From an optimization exercise on the open Yosys and OpenROAD flow, aimed at small area; shortcuts taken in it are not production practice.
Function was checked by simulation only, so behaviour that the tests miss may differ from the original.
No activity file was given, so power comes from the tool's default toggle rates.

<file path="flow/run.sh">
#!/bin/bash
# Standard layout with two changes to how it is made:
#  - the port buffers are the smallest buffer cell (sky130_fd_sc_hd__buf_1) instead of the
#    cell buffer_ports picks by default;
#  - clock tree synthesis uses clkbuf_8 buffers and inserts no dummy loads.
# make's output goes to standard.log; each tool's full log is under orfs/logs/.
set -euo pipefail
export BUFFER_PORTS_ARGS="-buffer_cell sky130_fd_sc_hd__buf_1"
export CTS_ARGS="-sink_clustering_enable -repair_clock_nets -buf_list sky130_fd_sc_hd__clkbuf_8 -dont_use_dummy_load"
bash standard.sh > standard.log 2>&1
</file>
<file path="standard.sh">
#!/bin/bash
# synth_recipe.tcl (not shown) runs the flow's synth.tcl, then flattens the netlist and writes it again
# the make line also repeats each setting of config.mk as NAME=value (left out here)
make -C /OpenROAD-flow-scripts/flow DESIGN_CONFIG=/design/flow/config.mk WORK_HOME=/design/flow/orfs CLKGATE_MAP_FILE= SYNTH_SCRIPT=/design/flow/synth_recipe.tcl "${@:-finish}"
</file>
<file path="config.mk">
export PLATFORM = sky130hd
export DESIGN_NAME = Simple_Fixed_1
export DESIGN_NICKNAME = Simple_Fixed_1
export VERILOG_FILES = /design/flow/design.v
export SDC_FILE = /design/flow/constraint.sdc
export NUM_CORES = 4
export LEC_CHECK = 0
export CAP_MARGIN = 20
export CORE_MARGIN = 2
export CORE_UTILIZATION = 55
export SLEW_MARGIN = 20
export SYNTH_HIERARCHICAL = 1
</file>
<file path="constraint.sdc">
create_clock -name core_clock -period 8.0 [get_ports {clock}]
set_input_delay 1.6000 -clock core_clock [delete_from_list [all_inputs] [get_ports {clock}]]
set_output_delay 1.6000 -clock core_clock [all_outputs]
set_load 0.01 [all_outputs]
</file>
<file path="design.v">
module Simple_Fixed_1 (
    clock,
    reset,
    op_code,
    instr_format,
    dest_reg_addr,
    src_reg_a,
    src_reg_b,
    store_reg,
    imm_value,
    enable_reg_write,
    wb_data,
    wb_reg_addr,
    wb_enable_reg_write,
    branch_is_taken,
    delayed_rt_addr,
    delayed_enable_reg_write
);
  input clock, reset;
  input [0:10] op_code;
  input [2:0] instr_format;
  input [0:6] dest_reg_addr;
  input [0:127] src_reg_a, src_reg_b, store_reg;
  input [0:17] imm_value;
  input enable_reg_write;
  input branch_is_taken;
  output logic [0:127] wb_data;
  output logic [0:6] wb_reg_addr;
  output logic wb_enable_reg_write;
  output logic [1:0][0:6] delayed_rt_addr;
  output logic [1:0] delayed_enable_reg_write;
  wire [0:10] op = op_code;
  wire imm_form = instr_format[2];
  wire f0 = instr_format == 3'd0;
  wire f4 = instr_format == 3'd4;
  wire f5 = instr_format == 3'd5;
  wire f6 = instr_format == 3'd6;
  wire fo = instr_format == 3'd1 || instr_format == 3'd2 || instr_format == 3'd3 ||
            instr_format == 3'd7;
  wire go = !reset && !branch_is_taken;
  wire q1 = imm_form ? op[4] : op[1];
  wire q2 = imm_form ? op[5] : op[2];
  wire q3 = imm_form ? op[6] : op[3];
  wire q6 = imm_form ? op[9] : op[6];
  wire q7 = imm_form ? op[10] : op[7];
  wire z0 = f0 & ~op[0] & op[4] & ~op[5] & ~op[8];
  wire z4 = f4 & ~op[0] & ~op[1] & ~op[2] & ~op[3] & op[7] & op[8];
  wire za = (z0 & ~op[9] & ~op[10]) | z4;           
  wire ar = za & ~q1 & ~q2 & ~q6;                   
  wire cvalid = (~q6 & (~q2 | q3)) | (q6 & ~q2 & q3 & ~q7);
  wire cm = za & q1 & cvalid;                       
  wire l0 = z0 & ~op[9] & op[10] & ~op[2] & ~op[6];
  wire d_and = l0 & ~op[1] & op[3] & ~op[7];
  wire d_or = l0 & ~op[1] & ~op[3] & ~op[7];
  wire d_xor = l0 & op[1] & ~op[3] & ~op[7];
  wire d_nand = l0 & ~op[1] & op[3] & op[7];
  wire cgbg = z0 & op[9] & ~op[10] & ~op[1] & ~op[2] & ~op[6] & ~op[7];
  wire d_cg = cgbg & op[3], d_bg = cgbg & ~op[3];
  wire z5 = f5 & ~op[0] & ~op[1] & ~op[2] & op[3] & ~op[5] & ~op[6] & ~op[7] & ~op[8];
  wire d_ilh = z5 & ~op[4] & op[9] & op[10];
  wire d_ilhu = z5 & ~op[4] & op[9] & ~op[10];
  wire d_il = z5 & ~op[4] & ~op[9] & op[10];
  wire d_iohl = z5 & op[4] & ~op[9] & op[10];
  wire d_ila = f6 && op == 11'b00000100001;
  wire d_x = f6 && (op[0:9] == 10'b0110100000);
  wire lop = d_and | d_or | d_xor | d_nand;
  wire kop = d_ilh | d_ilhu | d_il | d_iohl | d_ila | d_x;
  wire listed = ar | cm | lop | kop | cgbg;
  wire wr = go && listed;
  wire keep_all = go && fo;
  wire s_hsat = go & ar & q7;
  wire s_cmp = go & cm;
  wire s_en = go & (ar | cm);
  wire s_en0 = go & (ar | cm | cgbg);
  wire s_and = go & d_and, s_or = go & d_or, s_xor = go & d_xor, s_nand = go & d_nand;
  wire s_cg = go & d_cg, s_bg = go & d_bg, s_ila = go & d_ila;
  wire l_g = s_and | s_or;
  wire l_t = s_or | s_xor | s_nand;
  wire l_n = s_nand;
  wire inv_a  = imm_form ? (op[4] | ~op[6]) : (~op[10] & (op[1] | (~op[3] & ~op[9])));
  wire cin    = imm_form ? (op[4] | ~op[6]) : (op[1] | ~op[3]);
  wire inv_b0 = ~op[3] & op[9];
  wire seg8   = q6;
  wire seg16  = q6 | q7;
  wire k_eq   = q2;
  wire k_ugt  = q3 & ~q2;
  wire c_b  = s_cmp & seg8;
  wire c_h  = s_cmp & ~seg8 & seg16;
  wire c_w  = s_cmp & ~seg16;
  wire c_he = c_h & k_eq, c_hu = c_h & ~k_eq & k_ugt, c_hs = c_h & ~k_eq & ~k_ugt;
  wire c_we = c_w & k_eq, c_wu = c_w & ~k_eq & k_ugt, c_ws = c_w & ~k_eq & ~k_ugt;
  wire fq0 = s_en & ~s_cmp;
  wire fq00 = s_en0 & ~s_cmp;
  wire [9:0] i10 = imm_value[8:17];
  wire [10:0] u11 = {imm_value[8], i10};
  wire [15:0] i16 = imm_value[2:17];
  wire [7:0] i8 = imm_value[10:17];
  wire f4cmp = op[4];
  wire sg = i10[9];
  wire im_a  = imm_form & ~f4cmp;                     
  wire im_ah = im_a & seg16, im_aw = im_a & ~seg16;
  wire im_cb = imm_form & f4cmp & seg8;                
  wire im_ch = imm_form & f4cmp & seg16 & ~seg8;       
  wire im_co = imm_form & f4cmp & ~seg16 & ~k_ugt;     
  wire im_nb = imm_form & ~im_cb;
  wire as_ = im_a & sg;                                
  wire aws = im_aw & sg;
  wire s10 = im_a | im_ch | im_co;                     
  wire s26 = im_a | im_ch;
  wire hb = im_ah | im_cb | im_ch;
  wire ahc = im_ah | im_ch;
  wire [31:0] yi;
  genvar n;
  for (n = 0; n < 8; n++) begin : g_y0
    c_and2 u (.a(imm_form), .b(i10[n]), .x(yi[n]));
  end
  for (n = 8; n < 10; n++) begin : g_y8
    c_a22o u (.a1(im_cb), .a2(i10[n-8]), .b1(im_nb), .b2(i10[n]), .x(yi[n]));
  end
  c_a22o u_y10 (.a1(im_cb), .a2(i10[2]), .b1(s10), .b2(sg), .x(yi[10]));
  for (n = 11; n < 16; n++) begin : g_y11
    c_a21o u (.a1(im_cb), .a2(i10[n-8]), .b1(as_), .x(yi[n]));
  end
  for (n = 16; n < 24; n++) begin : g_y16
    c_a21o u (.a1(hb), .a2(i10[n-16]), .b1(aws), .x(yi[n]));
  end
  for (n = 24; n < 26; n++) begin : g_y24
    c_a221o u (.a1(im_cb), .a2(i10[n-24]), .b1(ahc), .b2(i10[n-16]), .c1(aws), .x(yi[n]));
  end
  c_a22o u_y26 (.a1(im_cb), .a2(i10[2]), .b1(s26), .b2(sg), .x(yi[26]));
  for (n = 27; n < 32; n++) begin : g_y27
    c_a21o u (.a1(im_cb), .a2(i10[n-24]), .b1(as_), .x(yi[n]));
  end
  wire k_lo = go & (d_ilh | d_il);
  wire k_hi = go & (d_ilh | d_ilhu | d_iohl);
  wire k_la = go & d_ila;
  wire k_x  = go & d_x;
  wire [31:0] nkimm;
  for (n = 0; n < 16; n++) begin : g_k0
    c_nand2 u (.a(k_lo), .b(i16[n]), .y(nkimm[n]));
  end
  wire k_il = go & d_il;
  for (n = 16; n < 31; n++) begin : g_k16
    c_a222oi u (.a1(k_hi), .a2(i16[n-16]), .b1(k_la), .b2(imm_value[31-n]), .c1(k_il),
                .c2(i16[15]), .y(nkimm[n]));
  end
  wire k_hs = k_hi | k_il;
  c_a222oi u_k31 (.a1(k_hs), .a2(i16[15]), .b1(k_la), .b2(imm_value[0]), .c1(d_x), .c2(go),
                  .y(nkimm[31]));
  wire [31:0] kc = {{16{go & d_iohl}}, {14{go & (d_iohl | d_ila)}}, {2{go & d_iohl}}};
  wire kw = keep_all | s_cg | s_bg;            
  wire [31:0] kp0 = {{30{keep_all}}, {2{keep_all | s_ila}}};
  wire [31:0] kpn = {{30{kw}}, {2{kw | s_ila}}};
  wire [31:0] kp1 = {keep_all, {29{kw}}, {2{kw | s_ila}}};
  logic [0:127] rnext;
  wire cg_ge, bg_gt, r32;
  wire [31:0] p0;
  fx_ge32 u_ge (.p(p0), .a(src_reg_a[0:31]), .b(src_reg_b[0:31]), .ge(cg_ge));
  genvar k;
  generate
    for (k = 0; k < 4; k++) begin : g_word
      wire [3:0] co;
      wire [31:0] d, pw;
      fx_word #(.W0(k == 0)) u_w (
          .a(src_reg_a[32*k +: 32]), .b(src_reg_b[32*k +: 32]), .c(store_reg[32*k +: 32]),
          .r(wb_data[32*k +: 32]), .inv_a(inv_a), .inv_b(inv_b0), .ub(~imm_form),
          .yi(yi), .cin(cin), .seg8(seg8), .seg16(seg16), .nc_b(~c_b),
          .c_he(c_he), .c_hu(c_hu), .c_hs(c_hs), .c_we(c_we), .c_wu(c_wu), .c_ws(c_ws),
          .s_hsat(s_hsat), .fq0((k == 0) ? fq00 : fq0), .l_g(l_g),
          .l_t(l_t), .l_n(l_n), .nkimm(nkimm), .kc(kc),
          .kp((k == 0) ? kp0 : (k == 1) ? kp1 : kpn), .co(co), .d(d), .p(pw));
      if (k == 1) begin : g_r32
        assign rnext[32] = d[31] | (s_cg & cg_ge) | (s_bg & bg_gt);
        assign rnext[33:63] = d[30:0];
      end else begin : g_rn
        assign rnext[32*k +: 32] = d;
      end
      if (k == 0) begin : g_bg
        assign bg_gt = ~co[3];
        assign p0 = pw;
      end
    end
  endgenerate
  always_ff @(posedge clock) begin
    wb_data <= rnext;
    if (reset) begin
      delayed_rt_addr[1] <= 0;
      delayed_enable_reg_write[1] <= 0;
    end else begin
      delayed_rt_addr[1] <= wb_reg_addr;
      delayed_enable_reg_write[1] <= wb_enable_reg_write;
    end
    wb_reg_addr <= (wr | keep_all) ? dest_reg_addr : 7'd0;
    wb_enable_reg_write <= (wr | keep_all) & enable_reg_write;
  end
  assign delayed_rt_addr[0] = wb_reg_addr;
  assign delayed_enable_reg_write[0] = wb_enable_reg_write;
endmodule
module fx_word #(
    parameter bit W0 = 0
) (
    input [31:0] a, b, c, r,
    input inv_a, inv_b, ub,
    input [31:0] yi,
    input cin, seg8, seg16,
    input nc_b, c_he, c_hu, c_hs, c_we, c_wu, c_ws,
    input s_hsat, fq0, l_g, l_t, l_n,
    input [31:0] nkimm, kc, kp,
    output [3:0] co,
    output [31:0] d,
    output [31:0] p
);
  genvar i, q;
  wire [31:0] x, y, bb;
  for (i = 0; i < 32; i++) begin : g_xy
    c_xor2 u_x (.a(a[i]), .b(inv_a), .y(x[i]));
    if (W0) begin : w0
      c_xor2 u_b (.a(b[i]), .b(inv_b), .y(bb[i]));
    end else begin : wn
      assign bb[i] = b[i];
    end
    c_a21o u_y (.a1(bb[i]), .a2(ub), .b1(yi[i]), .x(y[i]));
  end
  wire [31:0] s, g;
  wire [8:0] cb;       
  wire [7:0] bp;       
  wire [7:0] c3b;      
  assign cb[0] = cin;
  wire nseg8 = ~seg8, nseg16 = ~seg16;
  wire cs8 = seg8 & cin, cs16 = seg16 & cin;
  for (q = 0; q < 8; q++) begin : g_blk
    wire ci;
    if (q == 2 || q == 6) begin : s8
      c_a21o u_ci (.a1(cb[q]), .a2(nseg8), .b1(cs8), .x(ci));
    end else if (q == 4) begin : s16
      c_a21o u_ci (.a1(cb[q]), .a2(nseg16), .b1(cs16), .x(ci));
    end else begin : ns
      assign ci = cb[q];
    end
    fx_blk4 #(.RIP(q == 0 || q == 7)) u_b (.x(x[4*q +: 4]), .y(y[4*q +: 4]), .ci(ci), .s(s[4*q +: 4]),
                                 .p(p[4*q +: 4]), .g(g[4*q +: 4]), .bp(bp[q]), .co(cb[q+1]),
                                 .c3(c3b[q]));
  end
  assign co = {cb[8], cb[6], cb[4], cb[2]};
  wire [1:0] eqh, sgt, nsat, t, ns;
  wire eqw;
  wire [3:0] nco;
  wire [1:0] nh;
  wire nw;
  for (q = 0; q < 4; q++) begin : g_nco
    c_inv u_n (.a(co[q]), .y(nco[q]));
  end
  for (q = 0; q < 2; q++) begin : g_h
    c_and4 u_eq (.a(bp[4*q]), .b(bp[4*q+1]), .c(bp[4*q+2]), .d(bp[4*q+3]), .x(eqh[q]));
    c_xor2 u_sg (.a(co[2*q+1]), .b(p[16*q+15]), .y(sgt[q]));
    c_a222oi u_h (.a1(c_he), .a2(eqh[q]), .b1(c_hs), .b2(sgt[q]), .c1(c_hu), .c2(nco[2*q+1]),
                  .y(nh[q]));
    c_xor2 u_t (.a(c3b[4*q+3]), .b(x[16*q+15]), .y(t[q]));
    c_nand3b u_sat (.a_n(p[16*q+15]), .b(t[q]), .c(s_hsat), .y(nsat[q]));
    c_and2 u_fq (.a(nsat[q]), .b(fq0), .x(fq[2*q]));
    assign fq[2*q+1] = fq[2*q];
    c_inv u_ns (.a(c3b[4*q+3]), .y(ns[q]));
  end
  c_and2 u_eqw (.a(eqh[0]), .b(eqh[1]), .x(eqw));
  c_a222oi u_w (.a1(c_we), .a2(eqw), .b1(c_ws), .b2(sgt[1]), .c1(c_wu), .c2(nco[3]), .y(nw));
  wire [3:0] fq, nfp, nfpm;
  for (q = 0; q < 4; q++) begin : g_f
    wire u, um;
    c_o22a u_u (.a1(nc_b), .a2(co[q]), .b1(nsat[q/2]), .b2(ns[q/2]), .x(u));
    c_and3 u_f (.a(u), .b(nh[q/2]), .c(nw), .x(nfp[q]));
    if (q % 2 == 1) begin : m
      c_o22a u_um (.a1(nc_b), .a2(co[q]), .b1(nsat[q/2]), .b2(c3b[4*(q/2)+3]), .x(um));
      c_and3 u_fm (.a(um), .b(nh[q/2]), .c(nw), .x(nfpm[q]));
    end else begin : nm
      assign nfpm[q] = nfp[q];
    end
  end
  for (i = 0; i < 32; i++) begin : g_o
    fx_out u_o (.s(s[i]), .p(p[i]), .g(g[i]), .c(c[i]), .r(r[i]), .fq(fq[i/8]),
                .nfp((i % 16 == 15) ? nfpm[i/8] : nfp[i/8]), .l_g(l_g), .l_t(l_t), .l_n(l_n),
                .nkimm(nkimm[i]), .kc(kc[i]), .kp(kp[i]), .d(d[i]));
  end
endmodule
module fx_blk4 #(
    parameter bit RIP = 0
) (input [3:0] x, y, input ci, output [3:0] s, p, g, output bp, co, c3);
  wire c1, c2, g1, g2, g3;
  genvar j;
  for (j = 0; j < 4; j++) begin : g_h
    c_ha u_h (.a(x[j]), .b(y[j]), .s(p[j]), .co(g[j]));
  end
  c_a21o u_c1 (.a1(p[0]), .a2(ci), .b1(g[0]), .x(c1));
  c_a21o u_c2 (.a1(p[1]), .a2(c1), .b1(g[1]), .x(c2));
  c_a21o u_c3 (.a1(p[2]), .a2(c2), .b1(g[2]), .x(c3));
  c_and4 u_p (.a(p[0]), .b(p[1]), .c(p[2]), .d(p[3]), .x(bp));
  if (RIP) begin : rip
    c_a21o u_co (.a1(p[3]), .a2(c3), .b1(g[3]), .x(co));
  end else begin : la
    c_a21o u_g1 (.a1(p[1]), .a2(g[0]), .b1(g[1]), .x(g1));
    c_a21o u_g2 (.a1(p[2]), .a2(g1), .b1(g[2]), .x(g2));
    c_a21o u_g3 (.a1(p[3]), .a2(g2), .b1(g[3]), .x(g3));
    c_a21o u_co (.a1(bp), .a2(ci), .b1(g3), .x(co));
  end
  c_xor2 u_s0 (.a(p[0]), .b(ci), .y(s[0]));
  c_xor2 u_s1 (.a(p[1]), .b(c1), .y(s[1]));
  c_xor2 u_s2 (.a(p[2]), .b(c2), .y(s[2]));
  c_xor2 u_s3 (.a(p[3]), .b(c3), .y(s[3]));
endmodule
module fx_out (input s, p, g, c, r, fq, nfp, l_g, l_t, l_n, nkimm, kc, kp, output d);
  wire n1, n2, z;
  c_a222oi u_1 (.a1(fq), .a2(s), .b1(kc), .b2(c), .c1(kp), .c2(r), .y(n1));
  c_nor2 u_z (.a(p), .b(g), .y(z));
  c_a222oi u_2 (.a1(g), .a2(l_g), .b1(p), .b2(l_t), .c1(z), .c2(l_n), .y(n2));
  c_nand4 u_d (.a(n1), .b(n2), .c(nfp), .d(nkimm), .y(d));
endmodule
module fx_ge32 (input [31:0] p, a, b, output ge);
  wire [3:0] gg, ee;
  genvar q, j;
  for (q = 0; q < 4; q++) begin : g_grp
    wire [8:1] c;    
    wire e0, e1;
    c_nand2 u_c1 (.a(p[8*q]), .b(b[8*q]), .y(c[1]));
    for (j = 1; j < 8; j++) begin : g_m
      if (j % 2 == 1) begin : od
        c_mux2i u_m (.s(p[8*q+j]), .a1(a[8*q+j]), .a0(c[j]), .y(c[j+1]));
      end else begin : ev
        c_mux2i u_m (.s(p[8*q+j]), .a1(b[8*q+j]), .a0(c[j]), .y(c[j+1]));
      end
    end
    assign gg[q] = c[8];
    c_or4 u_e0 (.a(p[8*q]), .b(p[8*q+1]), .c(p[8*q+2]), .d(p[8*q+3]), .x(e0));
    c_or4 u_e1 (.a(p[8*q+4]), .b(p[8*q+5]), .c(p[8*q+6]), .d(p[8*q+7]), .x(e1));
    c_nor2 u_e (.a(e0), .b(e1), .y(ee[q]));
  end
  wire t0, t1, t2;
  c_or2 u_t0 (.a(gg[0]), .b(ee[0]), .x(t0));
  c_a21o u_t1 (.a1(ee[1]), .a2(t0), .b1(gg[1]), .x(t1));
  c_a21o u_t2 (.a1(ee[2]), .a2(t1), .b1(gg[2]), .x(t2));
  c_a21o u_t3 (.a1(ee[3]), .a2(t2), .b1(gg[3]), .x(ge));
endmodule
module c_xor2 (input a, b, output y);
  assign y = a ^ b;
endmodule
module c_a21o (input a1, a2, b1, output x);
  assign x = (a1 & a2) | b1;
endmodule
module c_ha (input a, b, output s, co);
  assign s = a ^ b;
  assign co = a & b;
endmodule
module c_and4 (input a, b, c, d, output x);
  assign x = a & b & c & d;
endmodule
module c_nor2 (input a, b, output y);
  assign y = ~(a | b);
endmodule
module c_nand3 (input a, b, c, output y);
  assign y = ~(a & b & c);
endmodule
module c_a222oi (input a1, a2, b1, b2, c1, c2, output y);
  assign y = ~((a1 & a2) | (b1 & b2) | (c1 & c2));
endmodule
module c_and2 (input a, b, output x);
  assign x = a & b;
endmodule
module c_or2 (input a, b, output x);
  assign x = a | b;
endmodule
module c_mux2 (input s, a1, a0, output x);
  assign x = s ? a1 : a0;
endmodule
module c_nor4 (input a, b, c, d, output y);
  assign y = ~(a | b | c | d);
endmodule
module c_nand4 (input a, b, c, d, output y);
  assign y = ~(a & b & c & d);
endmodule
module c_nand2 (input a, b, output y);
  assign y = ~(a & b);
endmodule
module c_mux2i (input s, a1, a0, output y);
  assign y = ~(s ? a1 : a0);
endmodule
module c_inv (input a, output y);
  assign y = ~a;
endmodule
module c_and3 (input a, b, c, output x);
  assign x = a & b & c;
endmodule
module c_and3b (input a_n, b, c, output x);
  assign x = ~a_n & b & c;
endmodule
module c_nor2b (input a, b_n, output y);
  assign y = ~(a | ~b_n);
endmodule
module c_a22oi (input a1, a2, b1, b2, output y);
  assign y = ~((a1 & a2) | (b1 & b2));
endmodule
module c_nand3b (input a_n, b, c, output y);
  assign y = ~(~a_n & b & c);
endmodule
module c_o22a (input a1, a2, b1, b2, output x);
  assign x = (a1 | a2) & (b1 | b2);
endmodule
module c_or4 (input a, b, c, d, output x);
  assign x = a | b | c | d;
endmodule
module c_a22o (input a1, a2, b1, b2, output x);
  assign x = (a1 & a2) | (b1 & b2);
endmodule
module c_a221o (input a1, a2, b1, b2, c1, output x);
  assign x = (a1 & a2) | (b1 & b2) | c1;
endmodule
module c_a221oi (input a1, a2, b1, b2, c1, output y);
  assign y = ~((a1 & a2) | (b1 & b2) | c1);
endmodule
</file>
==> results.toml, run 1 <==
[cts]
clk_latency_ns = 0.49
numClockSinks = 144
cts_tree = "done"
cts_hold_buffers = 0
numCtsBuffers = 17
clockBufferDepth = 2
cts_resized = 0
path_clk_slew_ns = 0.08
clock-root-buffer = "clkbuf_8"
cts_setup_buffers = 0
htree_num_levels = 4

[yosys]
synth_cells = 1857
yosysWarnings = 9
avgSynthCellArea_um2 = 8.87
synth_edf_count = 0
ys_ff_latch = 144
synth_fp_nets = 2412
synth_area_mm2 = 0.0165
async_flop_share = 0
ys_seq_area_frac = 0.175
synth_ff_type = "dfxtp_1"
ys_types = 51

[route]
routed_wl_um = 79000
drc_errors = 0
ant_nets = 0
avgRoutedWirePerCell_um = 27.3
first_pass_iters = 17
viasPerCell = 7.32
drt_iter0_markers = 4087
num_vias = 21200

[sta]
period_share = 0.978
hold_viol = 0
fin_worst_skew_ns = 0.0182
relSlewSlack = 0.108
fin_crit_ns = 7.82
setup_viol = 0
rsz0062_at_grt = "no"
timing.fmax_ghz = 0.128
hold_slack_ns = 0.484
tightest_slew_ns = 1.34
drv_slew = 0

[setup_path]
cp_max_fo = 16
cp-end-kind = "flop"
arrival_ns = 8.14
critPathKind = "input port to flop"
crit_path_top_delay_cell = "and2_1"
startpoint_type = "input port"
crit_path_frequent_cell = "a21o_1"
slowest_delay_ns = 0.54
crit_required_ns = 8.32

[place]
place_inst = 2875
placed_area_mm2 = 0.0197
hpwl_um = 58400
place_congestion = 1.06
io_buffers = 578

[die]
floorplan.initialDensity = 0.558
core_area_mm2 = 0.0296
dieArea_mm2 = 0.0314
rows = 63
die_h_um = 177
die_width_um = 177
pin_count = 579

[global_route]
antenna_found_initial = 3
grt.overflow.total = 0
grt_max_degree = 90
grt_first_pass_wirelength_um = 115000
grt_pass1_vias = 20100
grt.total_usage = 0.478

[hold_path]
hold_class = "flop to flop"

[layout]
final_cell_mix = "buf_1 (578), a21o_1 (361), xor2_1 (304)"
nets = 3060
layout_commonest_cell = "buf_1"
fin_cells = 2898
final_cell_area_mm2 = 0.0199
area_delta_synth_final_pct = 21.0
drive_gt1_frac = 0.0495

[job]
drv_cap = 0

[pwr]
ir_drop_uv = 80.3
leakagePower_nw = 10.1
finalPower_mw = 2.88
powerDensity_mw_per_mm2 = 144

[outcome]
outcome = "no timing/DRC/antenna violations"
## where the power goes
| part | internal (mW) | switching (mW) |
|---|---|---|
| registers | 0.719 | 0.00178 |
| clock network | 0.188 | 0.296 |
| logic | 0.682 | 0.990 |
| total | 1.59 | 1.29 |
## logic make-up after synthesis
| family | share of synthesized area |
|---|---|
| AOI/OAI and AO/OA | 0.367 |
| and+or+nand+nor | 0.165 |
| xor gates and xnor gates | 0.162 |
| DFF | 0.175 |
| adders and majority gates | 0.0972 |
| buffers and inverters | 0.0140 |
| muxes | 0.0203 |
## per-module statistics from Yosys, one instance, submodules excluded, excerpt
module | flops+latches | times used | cell area, um^2 | cells
Simple_Fixed_1 | 144 | 1 | 3850 | 309
c_o22a | 0 | 24 | 8.76 | 1
c_and2 | 0 | 20 | 6.26 | 1
c_nand3b | 0 | 8 | 7.51 | 1
c_or2 | 0 | 1 | 6.26 | 1
c_nand2 | 0 | 20 | 3.75 | 1
c_ha | 0 | 128 | 12.5 | 1
c_a22o | 0 | 4 | 8.76 | 1
## path summary, 6_finish.rpt
check                                  from                              to  slack (ns)  depth (start not counted)
hold / removal    wb_reg_addr[1]$_SDFF_PN0_  delayed_rt_addr[12]$_SDFF_PP0_        0.48                          1
setup / recovery            instr_format[2]            wb_data[109]$_DFF_P_        0.18                         26
setup reg to reg        wb_data[32]$_DFF_P_             wb_data[32]$_DFF_P_        6.82                          3
hold reg to reg   wb_reg_addr[1]$_SDFF_PN0_  delayed_rt_addr[12]$_SDFF_PP0_        0.48                          1
## cell usage after synthesis (2+ instances only)
library cell | instances | area [um^2]
and2_1 | 30 | 188
a21oi_1 | 16 | 80.1
nor2_1 | 157 | 589
xor2_1 | 304 | 2660
and4_1 | 41 | 359
buf_4 | 8 | 60.1
inv_1 | 30 | 113
o22a_1 | 24 | 210
dfxtp_1 | 144 | 2880
mux2i_1 | 30 | 300
nand2b_1 | 3 | 18.8
o21ai_0 | 6 | 30.0
nor2b_1 | 15 | 93.8
ha_1 | 128 | 1600
nand3b_1 | 8 | 60.1
nand2_1 | 50 | 188
nor3_1 | 3 | 15.0
buf_2 | 4 | 20.0
nor4b_1 | 2 | 17.5
a222oi_1 | 284 | 2840
nand4_1 | 133 | 832
a22o_1 | 5 | 43.8
nor4bb_1 | 2 | 20.0
nor3b_1 | 4 | 30.0
nand3_1 | 2 | 10.0
clkbuf_1 | 6 | 22.5
or4_1 | 8 | 60.1
and3_1 | 25 | 156
a32oi_1 | 2 | 17.5
a21o_1 | 361 | 2710
a221o_1 | 2 | 20.0
## stage by stage
| stage | TNS, ns | utilization | setup WS (ns) |
|---|---|---|---|
| global placement | 0 | 0.666 | 0.130 |
| floorplan | -401.18 | - | -3.16 |
| global route | 0 | 0.675 | 0.0147 |
| CTS | 0 | 0.674 | 0.381 |
| detailed placement | -2.76 | 0.666 | -0.105 |
| finish | 0 | 0.675 | 0.180 |
## worst max-delay path: cells and delay by family
kind / cells / cell delay (ns)
xor gates and xnor gates: 1 / 0.15
and+or+nand+nor: 4 / 1.15
AOI/OAI and AO/OA: 18 / 4.24
buffers and inverters: 2 / 0.70
adders and majority gates: 1 / 0.28
## registers in the layout, summed over array words and instances, names as in the netlist
| name | cells |
|---|---|
| wb_reg_addr | 7 |
| wb_data | 128 |
| delayed_rt_addr | 7 |
| delayed_enable_reg_write | 1 |
| wb_enable_reg_write | 1 |
## layer usage
layer | wire [um] | GRT usage
met3 | 10600 | 0.133
met4 | 6290 | 0.353
met2 | 35100 | 0.754
met1 | 27000 | 0.553
met5 | 0 | 0
## layout make-up
| type | instances | area, um^2 |
|---|---|---|
| multi-input cells | 1663 | 13500 |
| diodes | 5 | 12.5 |
| inverters | 31 | 119 |
| clock buffers | 17 | 234 |
| well taps | 390 | 488 |
| fillers | 2613 | 9610 |
| flip-flops and latches | 144 | 2880 |
| repair buffers | 648 | 2720 |
==> run 2: changes to the inputs <==
--- a/config.mk
+++ b/config.mk
@@ -6,7 +6,7 @@
 export NUM_CORES = 4
 export LEC_CHECK = 0
-export CAP_MARGIN = 20
+export CAP_MARGIN = 5
 export CORE_MARGIN = 2
 export CORE_UTILIZATION = 55
-export SLEW_MARGIN = 20
+export SLEW_MARGIN = 5
 export SYNTH_HIERARCHICAL = 1
==> run 2 against run 1 <==
Against the previous run:
- first-iteration DRC count increased by 3.5%
- maximum frequency increased by 0.33%
- sequential share of layout area about the same
- hold slack got worse by 0.0011 ns
- global-route usage increased by 0.12 points
- power increased by 0.20%
- sequential power about the same
- utilization decreased by 0.085 points
- critical path depth increased by 1
- clock skew about the same
- wire length increased by 0.19%
- critical path type unchanged
- largest power group unchanged
==> results.toml, run 2 <==
[cts]
clk_latency_ns = 0.48
cts_setup_buffers = 0
cts_hold_buffers = 0
cts_tree = "done"
numClockSinks = 144
numCtsBuffers = 17
cts_resized = 0
clockBufferDepth = 2
htree_num_levels = 4
clock-root-buffer = "clkbuf_8"
path_clk_slew_ns = 0.08

[die]
die_h_um = 177
pin_count = 579
dieArea_mm2 = 0.0314
core_area_mm2 = 0.0296
die_width_um = 177
floorplan.initialDensity = 0.558
rows = 63

[yosys]
synth_edf_count = 0
synth_area_mm2 = 0.0165
async_flop_share = 0
synth_area_leaders = "dfxtp_1 (17%), a222oi_1 (17%), a21o_1 (16%), xor2_1 (16%), ha_1 (9.7%)"
ys_seq_area_frac = 0.175
synth_top_cell_by_area = "dfxtp_1"
avgSynthCellArea_um2 = 8.87
synth_common_cells = "a21o_1 (361), xor2_1 (304), a222oi_1 (284)"
synth_ff_type = "dfxtp_1"
ys_ff_latch = 144
synth_cells = 1857
yosysWarnings = 9
yosysTopAreaCellShare = 0.175
synth_fp_nets = 2412
synth.most_common_cell = "a21o_1"
ys_types = 51

[setup_path]
crit_required_ns = 8.34
arrival_ns = 8.14
critPathKind = "input port to flop"
crit_path_top_delay_cell = "a222oi_1"
path_buf_inv = 3
crit_family = "compound AO/OA/AOI/OAI gates"
cp-end-kind = "flop"
cp_max_fo = 15
slowest_delay_ns = 0.51
startpoint_type = "input port"
crit_path_frequent_cell = "a21o_1"

[sta]
relSlewSlack = 0.0875
period_share = 0.974
setup_slack_ns = 0.206
timing.fmax_ghz = 0.128
hold_viol = 0
rsz0062_at_grt = "no"
tightest_slew_ns = 1.37
drv_slew = 0
fin_crit_ns = 7.79
setup_viol = 0
fin_worst_skew_ns = 0.0178

[route]
ant_nets = 0
drc_errors = 0
drt_iter0_markers = 4231
first_pass_iters = 15
avgRoutedWirePerCell_um = 27.3
num_vias = 21400
routed_wl_um = 79200
viasPerCell = 7.38

[job]
drv_cap = 0

[layout]
regMostFlops = "wb_data"
fin_cells = 2895
largest_register_ffs = 128
drive_gt1_frac = 0.0480
top_regs = "wb_data x128, delayed_rt_addr x7, wb_reg_addr x7"
nets = 3058
final_cell_mix = "buf_1 (578), a21o_1 (361), xor2_1 (304)"
area_delta_synth_final_pct = 20.9
layout_commonest_cell = "buf_1"
final_cell_area_mm2 = 0.0199

[global_route]
grt.overflow.total = 0
grt.total_usage = 0.479
grt_pass1_vias = 20200
antenna_found_initial = 2
grt_max_degree = 90
grt_first_pass_wirelength_um = 115000

[pwr]
finalPower_mw = 2.88
powerDensity_mw_per_mm2 = 145
leakagePower_nw = 10.1
ir_drop_uv = 79.9

[place]
dp_slack_ns = -0.0992
hpwl_um = 58500
placed_area_mm2 = 0.0197
io_buffers = 578
place_congestion = 1.06
place_inst = 2874

[hold_path]
hold_class = "flop to flop"

[outcome]
outcome = "no timing/DRC/antenna violations"
[run 2: worst reg2reg max path: cells and delay by family, from the launching register on]
family	cells	cell delay, ns
and+or+nand+nor	1	0.17
AOI/OAI and AO/OA	2	0.58
DFF	1	0.36
[run 2: logic make-up (layout without fill, tap and decap cells)]
kind of cell               after synthesis  after routing  share of synthesized area
AOI/OAI and AO/OA                      708            708                      0.367
xor gates and xnor gates               304            304                      0.162
adders and majority gates              128            128                     0.0972
buffers and inverters                   50            694                     0.0140
DFF                                    144            144                      0.175
muxes                                   32             32                     0.0203
other                                    0              4                          0
and+or+nand+nor                        491            491                      0.165
[run 2: path summary, 6_finish.rpt]
kind | from | to | slack (ns) | cells after the start
max | instr_format[2] | wb_data[51]$_DFF_P_ | 0.21 | 27
max reg2reg | wb_data[32]$_DFF_P_ | wb_data[32]$_DFF_P_ | 6.78 | 3
min reg2reg | wb_reg_addr[1]$_SDFF_PN0_ | delayed_rt_addr[12]$_SDFF_PP0_ | 0.48 | 1
min | wb_reg_addr[1]$_SDFF_PN0_ | delayed_rt_addr[12]$_SDFF_PP0_ | 0.48 | 1
[run 2: per-module statistics from Yosys (local to each module, per instance), a selection]
module | times used | cell area (um^2) | flops+latches | cells
c_a222oi | 284 | 10.0 | 0 | 1
c_a22o | 4 | 8.76 | 0 | 1
c_and4 | 40 | 8.76 | 0 | 1
c_and3 | 24 | 6.26 | 0 | 1
c_nand4 | 128 | 6.26 | 0 | 1
c_inv | 16 | 3.75 | 0 | 1
c_nand2 | 20 | 3.75 | 0 | 1
[run 2: layout make-up]
cell class              instances  area (um^2)
inverters                      31          119
well taps                     390          488
multi-input cells            1663        13500
fillers                      2595         9640
flip-flops and latches        144         2880
clock buffers                  17          234
repair buffers                646         2710
diodes                          4         10.0
[run 2: through the flow]
| stage | hold WS [ns] | setup TNS, ns | utilization |
|---|---|---|---|
| floorplan | 0.500 | -401.18 | - |
| global placement | 0.463 | 0 | 0.666 |
| detailed placement | 0.480 | -1.89 | 0.666 |
| CTS | 0.489 | 0 | 0.674 |
| global route | 0.496 | 0 | 0.674 |
| finish | 0.483 | 0 | 0.674 |
[run 2: per-layer routing]
metal  part of all wire  GRT usage  wire length [um]
met1               0.34      0.563             27200
met4              0.078      0.344              6160
met3               0.13      0.124             10500
met2               0.45      0.757             35300
met5                  0          0                 0
[run 2: report_power, final]
part           internal [mW]  total [mW]  switching [mW]
Sequential             0.719       0.720         0.00176
Clock                  0.188       0.489           0.301
Combinational          0.682        1.67           0.991
==> run 3: changes to the inputs <==
--- a/config.mk
+++ b/config.mk
@@ -6,7 +6,7 @@
 export NUM_CORES = 4
 export LEC_CHECK = 0
-export CAP_MARGIN = 5
+export CAP_MARGIN = 10
 export CORE_MARGIN = 2
 export CORE_UTILIZATION = 55
-export SLEW_MARGIN = 5
+export SLEW_MARGIN = 10
 export SYNTH_HIERARCHICAL = 1
==> run 3 against run 2 <==
Against the previous run:
- hold slack better by 0.0019 ns
- wire length shrank 0.18%
- worst setup slack better by 0.054 ns
- clock skew rose by 0.0015 ns
- critical endpoint is now wb_data[101]$_DFF_P_
- sequential power is essentially flat
==> results.toml, run 3 <==
[setup_path]
startpoint_type = "input port"
cp-end-kind = "flop"
critPathKind = "input port to flop"
cp_max_fo = 16
crit_required_ns = 8.31
arrival_ns = 8.05

[yosys]
synth_area_leaders = "dfxtp_1 (17%), a222oi_1 (17%), a21o_1 (16%), xor2_1 (16%), ha_1 (9.7%)"
ys_types = 51
synth_top_cell_by_area = "dfxtp_1"
avgSynthCellArea_um2 = 8.87
synth_area_mm2 = 0.0165
yosysWarnings = 9
synth_cells = 1857
yosysTopAreaCellShare = 0.175
synth.most_common_cell = "a21o_1"
ys_ff_latch = 144
synth_ff_type = "dfxtp_1"
ys_seq_area_frac = 0.175
synth_edf_count = 0
synth_common_cells = "a21o_1 (361), xor2_1 (304), a222oi_1 (284)"
synth_fp_nets = 2412
async_flop_share = 0

[layout]
multi_input_area_mm2 = 0.0135
final_cell_mix = "buf_1 (578), a21o_1 (361), xor2_1 (304)"
layout_commonest_cell = "buf_1"
area_delta_synth_final_pct = 20.9
fillers = 2594
nets = 3059
fin_cells = 2896
regArea_mm2 = 0.00288
largest_register_ffs = 128
regMostFlops = "wb_data"
drive_gt1_frac = 0.0484
top_regs = "wb_data x128, delayed_rt_addr x7, wb_reg_addr x7"

[die]
rows = 63
floorplan.initialDensity = 0.558
core_area_mm2 = 0.0296
dieArea_mm2 = 0.0314
die_h_um = 177
pin_count = 579
die_width_um = 177

[sta]
timing.fmax_ghz = 0.129
rsz0062_at_grt = "no"
drv_slew = 0
fin_worst_skew_ns = 0.0193
fin_crit_ns = 7.74
relSlewSlack = 0.0995
hold_slack_ns = 0.485
setup_viol = 0
tightest_slew_ns = 1.35
period_share = 0.968
hold_viol = 0

[route]
drc_errors = 0
first_pass_iters = 17
drt_iter0_markers = 4168
avgRoutedWirePerCell_um = 27.3
routed_wl_um = 79000
ant_nets = 0
viasPerCell = 7.36
num_vias = 21300

[cts]
numCtsBuffers = 17
cts_hold_buffers = 0
path_clk_slew_ns = 0.08
cts_setup_buffers = 0
numClockSinks = 144
clock-root-buffer = "clkbuf_8"
cts_resized = 0
clockBufferDepth = 2
cts_tree = "done"
clk_latency_ns = 0.48
htree_num_levels = 4

[global_route]
grt_pass1_vias = 20200
antenna_found_initial = 2
grt_max_degree = 90
grt_first_pass_wirelength_um = 115000
grt.total_usage = 0.479
grt.overflow.total = 0

[place]
hpwl_um = 58500
place_inst = 2874
io_buffers = 578
place_congestion = 1.06

[pwr]
leakagePower_nw = 10.1
ir_drop_uv = 78.6
powerDensity_mw_per_mm2 = 144

[job]
drv_cap = 0

[hold_path]
hold_class = "flop to flop"

[outcome]
outcome = "no timing/DRC/antenna violations"
==> run 3: metal layers <==
metal	share of wire	vias to the layer above	GRT usage
met3	0.13	424	0.124
li1	-	9071	-
met1	0.34	9932	0.563
met5	0	-	0
met2	0.45	1888	0.757
met4	0.078	0	0.344
==> run 3: layout make-up <==
class / instances / share of cell area
Timing Repair Buffer: 647 / 0.136
Antenna cell: 4 / 0.000502
Sequential cell: 144 / 0.145
Clock buffer: 17 / 0.0117
Inverter: 31 / 0.00596
Multi-Input combinational cell: 1663 / 0.677
Tap cell: 390 / 0.0245
==> run 3: worst max-delay path, cell delays in order <==
cell and delay (ns):
buf_1 0.37, buf_4 0.30, and2_1 0.33, a21o_1 0.13
ha_1 0.29, a21o_1 0.24, a21o_1 0.18, a21o_1 0.19
a21o_1 0.24, a21o_1 0.22, a21o_1 0.28, a21o_1 0.24
a21o_1 0.26, a21o_1 0.30, a21o_1 0.24, a21o_1 0.21
a21o_1 0.24, a21o_1 0.19, a21o_1 0.18, a21o_1 0.18
a21o_1 0.23, xor2_1 0.15, nand3b_1 0.15, and2_1 0.51
a222oi_1 0.46, nand4_1 0.15
==> run 3: cell families (layout without fill, tap and decap cells) <==
group / after synthesis / in the layout / synth area share
multiplexers: 32 / 32 / 0.0203
XOR/XNOR: 304 / 304 / 0.162
AND/OR/NAND/NOR: 491 / 491 / 0.165
AO/OA/AOI/OAI: 708 / 708 / 0.367
other: 0 / 4 / 0
adder cells (fa/ha/maj): 128 / 128 / 0.0972
buffers and inverters: 50 / 695 / 0.0140
flip-flops: 144 / 144 / 0.175
==> run 3: worst paths after layout <==
kind | endpoint | depth (start not counted) | slack, ns | startpoint
setup / recovery | wb_data[101]$_DFF_P_ | 26 | 0.26 | instr_format[2]
hold / removal | delayed_rt_addr[12]$_SDFF_PP0_ | 1 | 0.48 | wb_reg_addr[1]$_SDFF_PN0_
hold reg to reg | delayed_rt_addr[12]$_SDFF_PP0_ | 1 | 0.48 | wb_reg_addr[1]$_SDFF_PN0_
setup reg to reg | wb_data[32]$_DFF_P_ | 3 | 6.77 | wb_data[32]$_DFF_P_
==> run 3: report_power, final <==
part	switching (mW)	total (mW)	internal (mW)
combinational	0.990	1.67	0.682
clock	0.298	0.486	0.188
sequential	0.00178	0.720	0.719
total	1.29	2.88	1.59
==> run 3: modules after synthesis (local to each module, per instance), excerpt <==
module	area (um^2)	cells inside	flip-flops and latches
c_and3	6.26	1	0
c_mux2i	10.0	1	0
c_o22a	8.76	1	0
c_inv	3.75	1	0
c_and2	6.26	1	0
c_a222oi	10.0	1	0
c_or2	6.26	1	0
Simple_Fixed_1	3850	309	144
c_nand2	3.75	1	0
c_and4	8.76	1	0
c_nand4	6.26	1	0
c_a21o	7.51	1	0
c_xor2	8.76	1	0
==> run 3: per-stage QoR <==
stage / area, um^2 / total power [mW] / setup WS, ns / TNS [ns] / util
floorplan: 16600 / 1.90 / -3.16 / -401.18 / -
global placement: 19700 / 2.31 / 0.130 / 0 / 0.666
detailed placement: 19700 / 2.34 / -0.0992 / -1.89 / 0.666
CTS: 19900 / 2.82 / 0.415 / 0 / 0.674
global route: 19900 / 3.02 / 0.0316 / 0 / 0.674
finish: 19900 / 2.88 / 0.260 / 0 / 0.674
==> run 4: changes to the inputs <==
--- a/design.v
+++ b/design.v
@@ -32,64 +32,118 @@
   wire [0:10] op = op_code;
   wire imm_form = instr_format[2];
-  wire f0 = instr_format == 3'd0;
-  wire f4 = instr_format == 3'd4;
-  wire f5 = instr_format == 3'd5;
-  wire f6 = instr_format == 3'd6;
-  wire fo = instr_format == 3'd1 || instr_format == 3'd2 || instr_format == 3'd3 ||
-            instr_format == 3'd7;
-  wire go = !reset && !branch_is_taken;
-  wire q1 = imm_form ? op[4] : op[1];
-  wire q2 = imm_form ? op[5] : op[2];
-  wire q3 = imm_form ? op[6] : op[3];
-  wire q6 = imm_form ? op[9] : op[6];
-  wire q7 = imm_form ? op[10] : op[7];
-  wire z0 = f0 & ~op[0] & op[4] & ~op[5] & ~op[8];
-  wire z4 = f4 & ~op[0] & ~op[1] & ~op[2] & ~op[3] & op[7] & op[8];
-  wire za = (z0 & ~op[9] & ~op[10]) | z4;           
-  wire ar = za & ~q1 & ~q2 & ~q6;                   
-  wire cvalid = (~q6 & (~q2 | q3)) | (q6 & ~q2 & q3 & ~q7);
-  wire cm = za & q1 & cvalid;                       
-  wire l0 = z0 & ~op[9] & op[10] & ~op[2] & ~op[6];
-  wire d_and = l0 & ~op[1] & op[3] & ~op[7];
-  wire d_or = l0 & ~op[1] & ~op[3] & ~op[7];
-  wire d_xor = l0 & op[1] & ~op[3] & ~op[7];
-  wire d_nand = l0 & ~op[1] & op[3] & op[7];
-  wire cgbg = z0 & op[9] & ~op[10] & ~op[1] & ~op[2] & ~op[6] & ~op[7];
-  wire d_cg = cgbg & op[3], d_bg = cgbg & ~op[3];
-  wire z5 = f5 & ~op[0] & ~op[1] & ~op[2] & op[3] & ~op[5] & ~op[6] & ~op[7] & ~op[8];
-  wire d_ilh = z5 & ~op[4] & op[9] & op[10];
-  wire d_ilhu = z5 & ~op[4] & op[9] & ~op[10];
-  wire d_il = z5 & ~op[4] & ~op[9] & op[10];
-  wire d_iohl = z5 & op[4] & ~op[9] & op[10];
-  wire d_ila = f6 && op == 11'b00000100001;
-  wire d_x = f6 && (op[0:9] == 10'b0110100000);
-  wire lop = d_and | d_or | d_xor | d_nand;
-  wire kop = d_ilh | d_ilhu | d_il | d_iohl | d_ila | d_x;
-  wire listed = ar | cm | lop | kop | cgbg;
-  wire wr = go && listed;
-  wire keep_all = go && fo;
-  wire s_hsat = go & ar & q7;
-  wire s_cmp = go & cm;
-  wire s_en = go & (ar | cm);
-  wire s_en0 = go & (ar | cm | cgbg);
-  wire s_and = go & d_and, s_or = go & d_or, s_xor = go & d_xor, s_nand = go & d_nand;
-  wire s_cg = go & d_cg, s_bg = go & d_bg, s_ila = go & d_ila;
-  wire l_g = s_and | s_or;
-  wire l_t = s_or | s_xor | s_nand;
-  wire l_n = s_nand;
-  wire inv_a  = imm_form ? (op[4] | ~op[6]) : (~op[10] & (op[1] | (~op[3] & ~op[9])));
-  wire cin    = imm_form ? (op[4] | ~op[6]) : (op[1] | ~op[3]);
-  wire inv_b0 = ~op[3] & op[9];
-  wire seg8   = q6;
-  wire seg16  = q6 | q7;
-  wire k_eq   = q2;
-  wire k_ugt  = q3 & ~q2;
-  wire c_b  = s_cmp & seg8;
-  wire c_h  = s_cmp & ~seg8 & seg16;
-  wire c_w  = s_cmp & ~seg16;
-  wire c_he = c_h & k_eq, c_hu = c_h & ~k_eq & k_ugt, c_hs = c_h & ~k_eq & ~k_ugt;
-  wire c_we = c_w & k_eq, c_wu = c_w & ~k_eq & k_ugt, c_ws = c_w & ~k_eq & ~k_ugt;
-  wire fq0 = s_en & ~s_cmp;
-  wire fq00 = s_en0 & ~s_cmp;
+  wire fm1 = instr_format[1], fm0 = instr_format[0];
+  wire go, o10, n10, f0, f4, f5, f6, a111, nfm2, fo, keep_all;
+  c_nor2 u_go (.a(reset), .b(branch_is_taken), .y(go));
+  c_or2 u_o10 (.a(fm1), .b(fm0), .x(o10));
+  c_nor2 u_n10 (.a(fm1), .b(fm0), .y(n10));
+  c_nor2 u_f0 (.a(imm_form), .b(o10), .y(f0));
+  c_and2 u_f4 (.a(imm_form), .b(n10), .x(f4));
+  c_and3b u_f5 (.a_n(fm1), .b(imm_form), .c(fm0), .x(f5));
+  c_and3b u_f6 (.a_n(fm0), .b(imm_form), .c(fm1), .x(f6));
+  c_and3 u_a111 (.a(imm_form), .b(fm1), .c(fm0), .x(a111));
+  c_inv u_nfm2 (.a(imm_form), .y(nfm2));
+  c_a21o u_fo (.a1(nfm2), .a2(o10), .b1(a111), .x(fo));
+  c_and2 u_ka (.a(go), .b(fo), .x(keep_all));
+  wire nq1, nq2, nq3, nq6, nq7, q2, q3, q6, q7;
+  c_mux2i u_q1 (.s(imm_form), .a1(op[4]), .a0(op[1]), .y(nq1));
+  c_mux2i u_q2 (.s(imm_form), .a1(op[5]), .a0(op[2]), .y(nq2));
+  c_mux2i u_q3 (.s(imm_form), .a1(op[6]), .a0(op[3]), .y(nq3));
+  c_mux2i u_q6 (.s(imm_form), .a1(op[9]), .a0(op[6]), .y(nq6));
+  c_mux2i u_q7 (.s(imm_form), .a1(op[10]), .a0(op[7]), .y(nq7));
+  c_inv u_iq2 (.a(nq2), .y(q2));
+  c_inv u_iq3 (.a(nq3), .y(q3));
+  c_inv u_iq6 (.a(nq6), .y(q6));
+  c_inv u_iq7 (.a(nq7), .y(q7));
+  wire seg8 = q6;
+  wire seg16, n67, k_eq, k_ugt;
+  c_nand2 u_s16 (.a(nq6), .b(nq7), .y(seg16));
+  c_nor2 u_n67 (.a(q6), .b(q7), .y(n67));
+  assign k_eq = q2;
+  c_nor2 u_ku (.a(nq3), .b(q2), .y(k_ugt));
+  wire o058, nz0b, o0123, a78, z4, o910, z0a, za, ar, t1, t2, cvalid, cm;
+  c_or3 u_o058 (.a(op[0]), .b(op[5]), .c(op[8]), .x(o058));
+  c_nand3b u_z0 (.a_n(o058), .b(f0), .c(op[4]), .y(nz0b));
+  c_or4 u_o0123 (.a(op[0]), .b(op[1]), .c(op[2]), .d(op[3]), .x(o0123));
+  c_and2 u_a78 (.a(op[7]), .b(op[8]), .x(a78));
+  c_and3b u_z4 (.a_n(o0123), .b(f4), .c(a78), .x(z4));
+  c_or2 u_o910 (.a(op[9]), .b(op[10]), .x(o910));
+  c_nor2 u_z0a (.a(nz0b), .b(o910), .y(z0a));
+  c_or2 u_za (.a(z0a), .b(z4), .x(za));
+  c_and4 u_ar (.a(za), .b(nq1), .c(nq2), .d(nq6), .x(ar));        
+  c_nand2 u_t1 (.a(q2), .b(nq3), .y(t1));
+  c_and3 u_t2 (.a(nq2), .b(q3), .c(nq7), .x(t2));
+  c_a22o u_cv (.a1(q6), .a2(t2), .b1(nq6), .b2(t1), .x(cvalid));
+  c_and3b u_cm (.a_n(nq1), .b(za), .c(cvalid), .x(cm));           
+  wire o269, w0, ngl0, o17, l_g, gl0n1, a37, l_n, n37, gl0, l_t;
+  c_or3 u_o269 (.a(op[2]), .b(op[6]), .c(op[9]), .x(o269));
+  c_nor2 u_w0 (.a(nz0b), .b(o269), .y(w0));
+  c_nand3 u_gl0 (.a(go), .b(w0), .c(op[10]), .y(ngl0));
+  c_or2 u_o17 (.a(op[1]), .b(op[7]), .x(o17));
+  c_nor2 u_lg (.a(ngl0), .b(o17), .y(l_g));                       
+  c_nor2 u_g1 (.a(ngl0), .b(op[1]), .y(gl0n1));
+  c_and2 u_a37 (.a(op[3]), .b(op[7]), .x(a37));
+  c_and2 u_ln (.a(gl0n1), .b(a37), .x(l_n));                      
+  c_nor2 u_n37 (.a(op[3]), .b(op[7]), .y(n37));
+  c_inv u_gl (.a(ngl0), .y(gl0));
+  c_a21o u_lt (.a1(gl0), .a2(n37), .b1(l_n), .x(l_t));            
+  wire o1267, t3, nop9, cgbg, ngc, nop3, s_cg, s_bg, gcgbg;
+  c_or4 u_o1267 (.a(op[1]), .b(op[2]), .c(op[6]), .d(op[7]), .x(o1267));
+  c_or3 u_t3 (.a(nz0b), .b(op[10]), .c(o1267), .x(t3));
+  c_inv u_nop9 (.a(op[9]), .y(nop9));
+  c_nor2 u_cgbg (.a(t3), .b(nop9), .y(cgbg));
+  c_nand2 u_ngc (.a(go), .b(cgbg), .y(ngc));
+  c_inv u_nop3 (.a(op[3]), .y(nop3));
+  c_nor2 u_cg (.a(ngc), .b(nop3), .y(s_cg));
+  c_nor2 u_bg (.a(ngc), .b(op[3]), .y(s_bg));
+  c_inv u_gcgbg (.a(ngc), .y(gcgbg));
+  wire o0125, o678, nz5a, gf5, gz5, nop4, k_lo, k_il, g_iohl, t4, k_hi;
+  c_or4 u_o0125 (.a(op[0]), .b(op[1]), .c(op[2]), .d(op[5]), .x(o0125));
+  c_or3 u_o678 (.a(op[6]), .b(op[7]), .c(op[8]), .x(o678));
+  c_nor2 u_nz5 (.a(o0125), .b(o678), .y(nz5a));
+  c_and3 u_gf5 (.a(go), .b(f5), .c(op[3]), .x(gf5));
+  c_and2 u_gz5 (.a(gf5), .b(nz5a), .x(gz5));
+  c_inv u_nop4 (.a(op[4]), .y(nop4));
+  c_and3 u_klo (.a(gz5), .b(nop4), .c(op[10]), .x(k_lo));        
+  c_and2 u_kil (.a(k_lo), .b(nop9), .x(k_il));                   
+  c_and4 u_iohl (.a(gz5), .b(op[4]), .c(nop9), .d(op[10]), .x(g_iohl));
+  c_and3 u_t4 (.a(gz5), .b(nop4), .c(op[9]), .x(t4));            
+  c_or2 u_khi (.a(t4), .b(g_iohl), .x(k_hi));                    
+  wire c6, w6, gf6, o124, nt5, s_ila, a124, nop5, k_x;
+  c_or3 u_c6 (.a(op[0]), .b(op[3]), .c(op[9]), .x(c6));
+  c_nor2 u_w6 (.a(c6), .b(o678), .y(w6));
+  c_and2 u_gf6 (.a(go), .b(f6), .x(gf6));
+  c_or3 u_o124 (.a(op[1]), .b(op[2]), .c(op[4]), .x(o124));
+  c_nand4 u_nt5 (.a(gf6), .b(w6), .c(op[5]), .d(op[10]), .y(nt5));
+  c_nor2 u_ila (.a(nt5), .b(o124), .y(s_ila));
+  c_and3 u_a124 (.a(op[1]), .b(op[2]), .c(op[4]), .x(a124));
+  c_inv u_nop5 (.a(op[5]), .y(nop5));
+  c_and4 u_kx (.a(gf6), .b(w6), .c(a124), .d(nop5), .x(k_x));
+  wire s_hsat, fq0, s_cmp, fq00, nc_b, c_he, c_we, c_hs, c_ws, c_hu, c_wu;
+  c_and3 u_hs (.a(go), .b(ar), .c(q7), .x(s_hsat));
+  c_and2 u_fq0 (.a(go), .b(ar), .x(fq0));
+  c_and2 u_scm (.a(go), .b(cm), .x(s_cmp));
+  c_o21a u_fq00 (.a1(ar), .a2(cgbg), .b1(go), .x(fq00));
+  c_nand2 u_ncb (.a(s_cmp), .b(q6), .y(nc_b));
+  c_and3 u_che (.a(s_cmp), .b(q2), .c(q7), .x(c_he));
+  c_and3 u_cwe (.a(s_cmp), .b(q2), .c(nq7), .x(c_we));
+  c_and3 u_chs (.a(s_cmp), .b(nq3), .c(q7), .x(c_hs));
+  c_and3 u_cws (.a(s_cmp), .b(nq3), .c(nq7), .x(c_ws));
+  c_and4 u_chu (.a(s_cmp), .b(nq2), .c(q3), .d(q7), .x(c_hu));
+  c_and4 u_cwu (.a(s_cmp), .b(nq2), .c(q3), .d(n67), .x(c_wu));
+  wire e1, e2, e3, en_a;
+  c_or4 u_e1 (.a(fq0), .b(s_cmp), .c(l_g), .d(l_t), .x(e1));
+  c_or4 u_e2 (.a(k_hi), .b(k_lo), .c(s_ila), .d(k_x), .x(e2));
+  c_or2 u_e3 (.a(gcgbg), .b(keep_all), .x(e3));
+  c_or3 u_ea (.a(e1), .b(e2), .c(e3), .x(en_a));
+  wire ia4, nop1, cin0, n39, nt, inv0, inv_a, cin, inv_b0;
+  c_nand2 u_ia4 (.a(nop4), .b(op[6]), .y(ia4));                   
+  c_inv u_nop1 (.a(op[1]), .y(nop1));
+  c_nand2 u_cin0 (.a(nop1), .b(op[3]), .y(cin0));                 
+  c_nor2 u_n39 (.a(op[3]), .b(op[9]), .y(n39));
+  c_nor2 u_nt (.a(op[1]), .b(n39), .y(nt));
+  c_nor2 u_inv0 (.a(op[10]), .b(nt), .y(inv0));                   
+  c_a22o u_inva (.a1(imm_form), .a2(ia4), .b1(nfm2), .b2(inv0), .x(inv_a));
+  c_a22o u_cin (.a1(imm_form), .a2(ia4), .b1(nfm2), .b2(cin0), .x(cin));
+  c_nor2 u_ib0 (.a(op[3]), .b(nop9), .y(inv_b0));                 
   wire [9:0] i10 = imm_value[8:17];
   wire [10:0] u11 = {imm_value[8], i10};
@@ -132,13 +186,9 @@
     c_a21o u (.a1(im_cb), .a2(i10[n-24]), .b1(as_), .x(yi[n]));
   end
-  wire k_lo = go & (d_ilh | d_il);
-  wire k_hi = go & (d_ilh | d_ilhu | d_iohl);
-  wire k_la = go & d_ila;
-  wire k_x  = go & d_x;
+  wire k_la = s_ila;
   wire [31:0] nkimm;
   for (n = 0; n < 16; n++) begin : g_k0
     c_nand2 u (.a(k_lo), .b(i16[n]), .y(nkimm[n]));
   end
-  wire k_il = go & d_il;
   for (n = 16; n < 31; n++) begin : g_k16
     c_a222oi u (.a1(k_hi), .a2(i16[n-16]), .b1(k_la), .b2(imm_value[31-n]), .c1(k_il),
@@ -146,11 +196,16 @@
   end
   wire k_hs = k_hi | k_il;
-  c_a222oi u_k31 (.a1(k_hs), .a2(i16[15]), .b1(k_la), .b2(imm_value[0]), .c1(d_x), .c2(go),
+  c_a222oi u_k31 (.a1(k_hs), .a2(i16[15]), .b1(k_la), .b2(imm_value[0]), .c1(k_x), .c2(go),
                   .y(nkimm[31]));
-  wire [31:0] kc = {{16{go & d_iohl}}, {14{go & (d_iohl | d_ila)}}, {2{go & d_iohl}}};
-  wire kw = keep_all | s_cg | s_bg;            
-  wire [31:0] kp0 = {{30{keep_all}}, {2{keep_all | s_ila}}};
-  wire [31:0] kpn = {{30{kw}}, {2{kw | s_ila}}};
-  wire [31:0] kp1 = {keep_all, {29{kw}}, {2{kw | s_ila}}};
+  wire kc_m;
+  c_or2 u_kcm (.a(g_iohl), .b(s_ila), .x(kc_m));
+  wire [31:0] kc = {{16{g_iohl}}, {14{kc_m}}, {2{g_iohl}}};
+  wire kw, kwi, kai;
+  c_or2 u_kw (.a(keep_all), .b(gcgbg), .x(kw));                   
+  c_or2 u_kwi (.a(kw), .b(s_ila), .x(kwi));
+  c_or2 u_kai (.a(keep_all), .b(s_ila), .x(kai));
+  wire [31:0] kp0 = {{30{keep_all}}, {2{kai}}};
+  wire [31:0] kpn = {{30{kw}}, {2{kwi}}};
+  wire [31:0] kp1 = {keep_all, {29{kw}}, {2{kwi}}};
   logic [0:127] rnext;
   wire cg_ge, bg_gt, r32;
@@ -165,5 +220,5 @@
           .a(src_reg_a[32*k +: 32]), .b(src_reg_b[32*k +: 32]), .c(store_reg[32*k +: 32]),
           .r(wb_data[32*k +: 32]), .inv_a(inv_a), .inv_b(inv_b0), .ub(~imm_form),
-          .yi(yi), .cin(cin), .seg8(seg8), .seg16(seg16), .nc_b(~c_b),
+          .yi(yi), .cin(cin), .seg8(seg8), .seg16(seg16), .nc_b(nc_b),
           .c_he(c_he), .c_hu(c_hu), .c_hs(c_hs), .c_we(c_we), .c_wu(c_wu), .c_ws(c_ws),
           .s_hsat(s_hsat), .fq0((k == 0) ? fq00 : fq0), .l_g(l_g),
@@ -182,15 +237,22 @@
     end
   endgenerate
+  wire nreset;
+  wire [0:6] a1d, a2d;
+  wire e1d, e2d;
+  c_inv u_nrst (.a(reset), .y(nreset));
+  generate
+    for (k = 0; k < 7; k++) begin : g_ad
+      c_and2 u_a1 (.a(en_a), .b(dest_reg_addr[k]), .x(a1d[k]));
+      c_and2 u_a2 (.a(nreset), .b(wb_reg_addr[k]), .x(a2d[k]));
+    end
+  endgenerate
+  c_and2 u_e1d (.a(en_a), .b(enable_reg_write), .x(e1d));
+  c_and2 u_e2d (.a(nreset), .b(wb_enable_reg_write), .x(e2d));
   always_ff @(posedge clock) begin
     wb_data <= rnext;
-    if (reset) begin
-      delayed_rt_addr[1] <= 0;
-      delayed_enable_reg_write[1] <= 0;
-    end else begin
-      delayed_rt_addr[1] <= wb_reg_addr;
-      delayed_enable_reg_write[1] <= wb_enable_reg_write;
-    end
-    wb_reg_addr <= (wr | keep_all) ? dest_reg_addr : 7'd0;
-    wb_enable_reg_write <= (wr | keep_all) & enable_reg_write;
+    delayed_rt_addr[1] <= a2d;
+    delayed_enable_reg_write[1] <= e2d;
+    wb_reg_addr <= a1d;
+    wb_enable_reg_write <= e1d;
   end
   assign delayed_rt_addr[0] = wb_reg_addr;
@@ -415,2 +477,8 @@
   assign y = ~((a1 & a2) | (b1 & b2) | c1);
 endmodule
+module c_or3 (input a, b, c, output x);
+  assign x = a | b | c;
+endmodule
+module c_o21a (input a1, a2, b1, output x);
+  assign x = (a1 | a2) & b1;
+endmodule
==> run 4 against run 3 <==
Against the previous run:
- sequential share of layout area grew 0.083 points
- first-iteration DRC count up 12%
- synthesized cell count decreased by 1.1%
- die area decreased by 0.53%
- sequential power is essentially flat
- synthesized area decreased by 0.54%
- power is 0.29% higher
- non-clock buffer count is 1 lower
- critical path depth increased by 2
- utilization shrank 0.21 points
- via count is 1.6% lower
- highest routed layer unchanged
==> results.toml, run 4 <==
[outcome]
outcome = "no timing/DRC/antenna violations"

[yosys]
ys_ff_latch = 144
synth.most_common_cell = "a21o_1"
synth_fp_nets = 2392
synth_common_cells = "a21o_1 (363), xor2_1 (304), a222oi_1 (284)"
synth_ff_type = "dfxtp_1"
synth_top_cell_by_area = "dfxtp_1"
synth_area_leaders = "dfxtp_1 (18%), a222oi_1 (17%), a21o_1 (17%), xor2_1 (16%), ha_1 (9.8%)"
synth_cells = 1837
yosysTopAreaCellShare = 0.176
ys_types = 33
async_flop_share = 0
avgSynthCellArea_um2 = 8.92
synth_area_mm2 = 0.0164
yosysWarnings = 9
ys_seq_area_frac = 0.176
synth_edf_count = 0

[global_route]
grt.overflow.total = 0
grt.total_usage = 0.468
grt_max_degree = 75
antenna_found_initial = 4
grt_pass1_vias = 19400
grt_first_pass_wirelength_um = 112000

[layout]
regMostFlops = "wb_data"
layout_commonest_cell = "buf_1"
largest_register_ffs = 128
fillers = 2612
area_delta_synth_final_pct = 20.9
top_regs = "wb_data x128, delayed_rt_addr x7, wb_reg_addr x7"
regArea_mm2 = 0.00288
nets = 3049
drive_gt1_frac = 0.0405
final_cell_mix = "buf_1 (577), a21o_1 (362), xor2_1 (304)"
multi_input_area_mm2 = 0.0133
post-route-util = 0.672

[die]
pin_count = 579
floorplan.initialDensity = 0.556
rows = 63
dieArea_mm2 = 0.0312
core_area_mm2 = 0.0295
die_width_um = 177
die_h_um = 177

[setup_path]
crit_path_top_delay_cell = "mux2i_1"
crit_required_ns = 8.30
crit_path_frequent_cell = "a21o_1"
cp-end-kind = "flop"
r2r_end = "wb_data[32]$_DFF_P_"
cp_max_fo = 8
startpoint_type = "input port"
r2r_start = "wb_data[32]$_DFF_P_"
arrival_ns = 7.96
critPathKind = "input port to flop"
r2r_cells = 4
slowest_delay_ns = 0.40
rrSetupSlack_ns = 6.91

[route]
routed_wl_um = 77600
num_vias = 21000
first_pass_iters = 15
ant_nets = 0
wl_met1_um = 27000
drt_iter0_markers = 4683
drc_errors = 0
route.met2.wl_um = 34800
avgRoutedWirePerCell_um = 26.9
routed.top_layer = "met4"
viasPerCell = 7.26
route.met3.wl_um = 10000

[cts]
htree_num_levels = 4
numCtsBuffers = 17
numClockSinks = 144
clk_latency_ns = 0.48
clockBufferDepth = 2
path_clk_slew_ns = 0.10
cts_tree = "done"
clock-root-buffer = "clkbuf_8"
cts_hold_buffers = 0

[place]
place_congestion = 1.06
io_buffers = 578
dp_slack_ns = -0.133
hpwl_um = 57200

[pwr]
powerDensity_mw_per_mm2 = 146
leakagePower_nw = 10.2
ir_drop_uv = 84.0
internal-power_mw = 1.59
seqPwrFrac = 0.250
p_switching_mw = 1.30
p_clk_frac = 0.170
swShare = 0.449
combPwrFrac = 0.581

[sta]
fin_worst_skew_ns = 0.0176
setup_viol = 0
rsz0062_at_grt = "no"
tightest_slew_ns = 1.45
period_share = 0.957
final.setup.tns_ns = 0
fin_crit_ns = 7.66
relSlewSlack = 0.0349
setup_slack_ns = 0.343
drv_slew = 0
timing.fmax_ghz = 0.131
hold_viol = 0

[job]
drv_cap = 0

[hold_path]
hold_class = "flop to flop"
min_to = "delayed_rt_addr[12]$_DFF_P_"
holdPathStages = 1
hold_start = "wb_reg_addr[1]$_DFF_P_"
==> run 4: kinds of logic after synthesis <==
family / share of synthesized area
AO/OA/AOI/OAI: 0.360
adder cells (fa/ha/maj): 0.0977
buffers and inverters: 0.0126
AND/OR/NAND/NOR: 0.170
flip-flops: 0.176
multiplexers: 0.0211
XOR/XNOR: 0.162
==> run 4: per-layer routing <==
layer  up-vias  track usage
met3       393        0.112
met5         -            0
met1      9771        0.561
met2      1785        0.753
met4         0        0.295
li1       9015            -
==> run 4: final cells by class <==
cell class              count  area share
multi-input cells        1646       0.673
flip-flops and latches    144       0.145
repair buffers            646       0.137
well taps                 390      0.0246
clock buffers              17      0.0118
inverters                  39     0.00758
diodes                      4    0.000505
==> run 4: worst max-delay path by stage <==
stage                     from             endpoint  cells after the start
5_1_grt        instr_format[2]  wb_data[58]$_DFF_P_                     28
3_5_place_dp   instr_format[2]  wb_data[32]$_DFF_P_                     29
3_3_place_gp   instr_format[2]  wb_data[32]$_DFF_P_                     29
6_report       instr_format[2]  wb_data[44]$_DFF_P_                     28
2_1_floorplan       op_code[9]  wb_data[32]$_DFF_P_                     29
4_1_cts        instr_format[2]  wb_data[32]$_DFF_P_                     29
==> run 4: per-module statistics from Yosys, one instance, submodules excluded, excerpt <==
| module | times used | flops+latches | cell area (um^2) | cells |
|---|---|---|---|---|
| Simple_Fixed_1 | 1 | 144 | 3050 | 168 |
| c_a21o | 363 | 0 | 7.51 | 1 |
| c_a221o | 2 | 0 | 10.0 | 1 |
| c_a22o | 7 | 0 | 8.76 | 1 |
| c_and2 | 46 | 0 | 6.26 | 1 |
| c_and3b | 4 | 0 | 8.76 | 1 |
| c_ha | 128 | 0 | 12.5 | 1 |
| c_mux2i | 33 | 0 | 10.0 | 1 |
| c_nand3b | 9 | 0 | 7.51 | 1 |
| c_nand4 | 129 | 0 | 6.26 | 1 |
| c_nor2 | 152 | 0 | 3.75 | 1 |
| c_o21a | 1 | 0 | 7.51 | 1 |
| c_o22a | 24 | 0 | 8.76 | 1 |
| c_or4 | 13 | 0 | 7.51 | 1 |
| c_xor2 | 304 | 0 | 8.76 | 1 |
==> run 4: repair_timing <==
item                       CTS  global route
buffers inserted             0             1
setup endpoints to repair    0            15
resized for setup            0             2
==> run 4: power by group through the flow <==
stage | Sequential [mW] | Combinational [mW] | Clock (mW)
floorplan | 0.738 | 1.15 | 0
global placement | 0.737 | 1.57 | 0
detailed placement | 0.737 | 1.60 | 0
CTS | 0.720 | 1.61 | 0.488
global route | 0.720 | 1.79 | 0.514
finish | 0.720 | 1.68 | 0.490
==> run 4: critical path: cells and delay by family <==
family | cells | cell delay [ns]
compound gates | 17 | 3.67
buf+inv | 4 | 0.78
mux | 2 | 0.73
simple gates | 3 | 0.71
fa+ha+maj | 1 | 0.29
xor+xnor | 1 | 0.17
==> run 4: per-stage QoR <==
stage | cells | hold slack (ns) | power (mW) | cell area [um^2]
2_1_floorplan | 1837 | 0.512 | 1.89 | 16400
3_3_place_gp | 2864 | 0.459 | 2.31 | 19600
3_5_place_dp | 2864 | 0.465 | 2.34 | 19600
4_1_cts | 2881 | 0.488 | 2.82 | 19800
5_1_grt | 2885 | 0.523 | 3.02 | 19800
6_report | 2886 | 0.489 | 2.89 | 19800

Re-timed with assumed drivers on the ports (clkbuf_16 on the clock, buf_2 on other inputs), run 4 has 0.364 ns of setup slack against 0.343 ns with ideal ports, and -0.172 ns once port delays also move by the mid clock arrival of 0.536 ns.
